From an optimization exercise on the open Yosys and OpenROAD flow, aimed at small area, a short achievable clock period and few clock cycles; shortcuts taken in it are not production practice. Only simulation tests tie the RTL to the original design; equivalence was not proved. Power figures rest on the tool's default switching activity, not on a simulated workload.

## datapath
module datapath (
    input wire clk,
    input wire rst,
    input wire load_Mem,
    input wire [16-1:0] user_inst_write,
    input wire [12-1:0] user_inst_addr,
    input wire user_inst_wen,
    input wire ap_start, resume,
    output wire [16*6-1:0] rf_out,
    output wire [16*12-1:0] mem_out,
    output wire ap_start_debug,
    output wire halt
);
Settings: LEC_CHECK=0, CAP_MARGIN=20, CORE_MARGIN=2, CORE_UTILIZATION=26, CTS_BUF_LIST=sky130_fd_sc_hd__clkbuf_4 sky130_fd_sc_hd__clkbuf_8, PLACE_DENSITY=0.45, SETUP_SLACK_MARGIN=4.0, SLEW_MARGIN=20, TNS_END_PERCENT=5; clock period 8.0 ns.
standard.sh (not shown) runs the stock make flow with config.mk's settings and CLKGATE_MAP_FILE= SYNTH_SCRIPT=/design/flow/synth_recipe.tcl, a recipe that flattens the netlist after the stock synthesis.
==> flow/flow/run.sh <==
#!/bin/bash
# The standard layout (standard.sh), with two changes:
#  - the buffers that buffer_ports puts on every input and output port are buf_4
#    cells instead of the default choice (a slow delay buffer);
#  - timing repair may resize a cell to any drive strength, not only to cells of
#    the same footprint (MATCH_CELL_FOOTPRINT=0);
#  - antenna repair may take up to 15 rounds after global and detailed routing.
# Synthesis is the standard one. Each tool's output goes to its own log.
set -euo pipefail
bash standard.sh synth > synth.log 2>&1
bash standard.sh "BUFFER_PORTS_ARGS=-buffer_cell sky130_fd_sc_hd__buf_4" MATCH_CELL_FOOTPRINT=0 MAX_REPAIR_ANTENNAS_ITER_GRT=15 MAX_REPAIR_ANTENNAS_ITER_DRT=15 finish > layout.log 2>&1
The starting point produced a clean layout.
Testbench counts at the start, summed over its fixed seeds: cycles 28,899.
==> next run, changes <==
==> flow/flow/run.sh (replaced) <==
#!/bin/bash
# The standard layout (standard.sh), with one change: the buffers that
# buffer_ports puts on every input and output port are buf_4 cells instead of
# the default choice (a slow delay buffer). Each tool's output goes to its own log.
set -euo pipefail
bash standard.sh synth > synth.log 2>&1
bash standard.sh "BUFFER_PORTS_ARGS=-buffer_cell sky130_fd_sc_hd__buf_4" finish > layout.log 2>&1
=> The new run finished but failed the layout checks on antenna rules; via count barely changes; area after synthesis is unchanged; setup slack gets better by 0.19 ns; sequential share of layout area hardly moves; routed wire length is lower by 1.2%; total power barely changes; worst hold slack improves by 0.013 ns; non-clock buffer count goes down by 8; cell area barely changes; global-route usage is lower by 0.36 points.
==> next run, changes <==
==> flow/flow/run.sh (replaced) <==
#!/bin/bash
# The standard layout (standard.sh), with two changes:
#  - the buffers that buffer_ports puts on every input and output port are buf_4
#    cells instead of the default choice (a slow delay buffer);
#  - antenna repair may take up to 15 rounds after global and detailed routing.
# Synthesis is the standard one. Each tool's output goes to its own log.
set -euo pipefail
bash standard.sh synth > synth.log 2>&1
bash standard.sh "BUFFER_PORTS_ARGS=-buffer_cell sky130_fd_sc_hd__buf_4" MAX_REPAIR_ANTENNAS_ITER_GRT=15 MAX_REPAIR_ANTENNAS_ITER_DRT=15 finish > layout.log 2>&1
Settings changed: SETUP_SLACK_MARGIN 4.0 to 4.5.
Result: Now the flow completed without violations; worst hold slack is worse by 0.014 ns; cell count hardly moves; sequential power stays flat; die area does not change; clock skew grows by 0.0083 ns; global-route usage stays flat; critical path depth increases by 1; core utilization hardly moves; cell area stays flat; clock-buffer cell count falls by 10; via count shrinks by 0.39%.
==> next run, changes <==
==> flow/run.sh (new file) <==
#!/bin/bash
# synth_recipe.tcl (not shown) runs the flow's synth.tcl, then flattens the netlist and writes it again
# the make line also repeats each setting of config.mk as NAME=value (left out here)
make -C /OpenROAD-flow-scripts/flow DESIGN_CONFIG=/design/flow/config.mk WORK_HOME=/design/flow/orfs CLKGATE_MAP_FILE= SYNTH_SCRIPT=/design/flow/synth_recipe.tcl finish
removed: flow/flow/run.sh
removed: flow/standard.sh
Result:
- core utilization goes up by 0.91 points
- setup slack improves by 0.18 ns
- routed wire length goes up by a few percent
- power goes up by a few percent
- clock skew goes down by 0.038 ns
- fmax goes up by a few percent
- clock power is about the same
- synthesized cell count stays the same
- sequential power barely changes

========
== run A ==
Starting RTL as in the previous note.
==> flow/config.mk <==
export PLATFORM = sky130hd
export DESIGN_NAME = datapath
export DESIGN_NICKNAME = datapath
export VERILOG_FILES = /design/flow/design.v
export SDC_FILE = /design/flow/constraint.sdc
export NUM_CORES = 4
export LEC_CHECK = 0
export CAP_MARGIN = 20
export CORE_MARGIN = 2
export CORE_UTILIZATION = 26
export CTS_BUF_LIST = sky130_fd_sc_hd__clkbuf_4 sky130_fd_sc_hd__clkbuf_8
export PLACE_DENSITY = 0.45
export SETUP_SLACK_MARGIN = 5.0
export SLEW_MARGIN = 20
export TNS_END_PERCENT = 5
==> flow/constraint.sdc <==
create_clock -name core_clock -period 8.0 [get_ports {clk}]
set_input_delay 1.6000 -clock core_clock [delete_from_list [all_inputs] [get_ports {clk}]]
set_output_delay 1.6000 -clock core_clock [all_outputs]
set_load 0.01 [all_outputs]
run.sh (not shown) runs the stock make flow with config.mk's settings and CLKGATE_MAP_FILE= SYNTH_SCRIPT=/design/flow/synth_recipe.tcl, a recipe that flattens the netlist after the stock synthesis.
Stock flow here: none of the scripts above is used.
Run A reached the final stage; the timing, design-rule and antenna checks on its layout passed.
Testbench counts of run A, summed over its fixed seeds: cycles 28,899.
### run A -> run B
- SETUP_SLACK_MARGIN changed from 5.0 to 4.0
==> comparison <==
- Largest clock skew in the final design (run B over run A): increase, 0.062 ns
- On tap cell instance count, run B tracks run A almost exactly.
- On clock-buffer cell count: run B sits above run A.
- Delta (run B minus run A): layout-stage area growth over the synthesis result shrank by 5.1 points; area of the die held steady; first-pass GRT wire length shrank by 3.0%; total detailed-routing wirelength shrank by 4.8%.
- Run A -> run B: number of CTS-inserted buffers increased slightly
- Summary: with run A as the reference, last weighted congestion value of the routability-driven placer in run B moved down slightly.
- Run B reports a higher period utilization than run A does.
- Comparing run B with run A, the deepest clock path buffer count came out essentially unchanged.

## afterwards: timing with drivers on the ports
Ports are ideal in the flow. The routed layouts listed here were re-timed in OpenROAD. Step 1, drivers: a clkbuf_16 drives clk and a buf_2 each remaining input, both assumed. Step 2, shift: input delay + t, output delay - t, t = (earliest + latest rising clock arrival at the registers) / 2. This alone moves slack from input paths to output paths. Three values: ideal, step 1, step 2; two values: the first two.
| run | shift t [ns] | setup slack, ns | hold slack, ns | slew at the worst register clock pin (ns) | cell pins on the clock port's net |
|---|---|---|---|---|---|
| the first run of note 1 | 1.212 | 3.075 / 3.075 / 2.429 | 0.420 / 0.420 / 0.420 | 0.08 / 0.08 | 1 |
| the second run of note 1 | 1.200 | 3.265 / 3.265 / 2.569 | 0.433 / 0.433 / 0.433 | 0.08 / 0.08 | 1 |
| the third run of note 1 | 1.240 | 3.172 / 3.172 / 2.445 | 0.419 / 0.419 / 0.419 | 0.08 / 0.08 | 1 |
| the fourth run of note 1 | 1.248 | 3.350 / 3.350 / 2.298 | 0.407 / 0.407 / 0.407 | 0.07 / 0.07 | 1 |
| run A | 1.233 | 3.406 / 3.406 / 2.189 | 0.412 / 0.412 / 0.412 | 0.07 / 0.07 | 1 |
| run B | 1.240 | 3.179 / 3.179 / 2.256 | 0.391 / 0.391 / 0.391 | 0.07 / 0.07 | 1 |
For run A, which loses most, drivers alone change the setup slack by 0.000 ns; drivers and shift together by -1.217 ns.
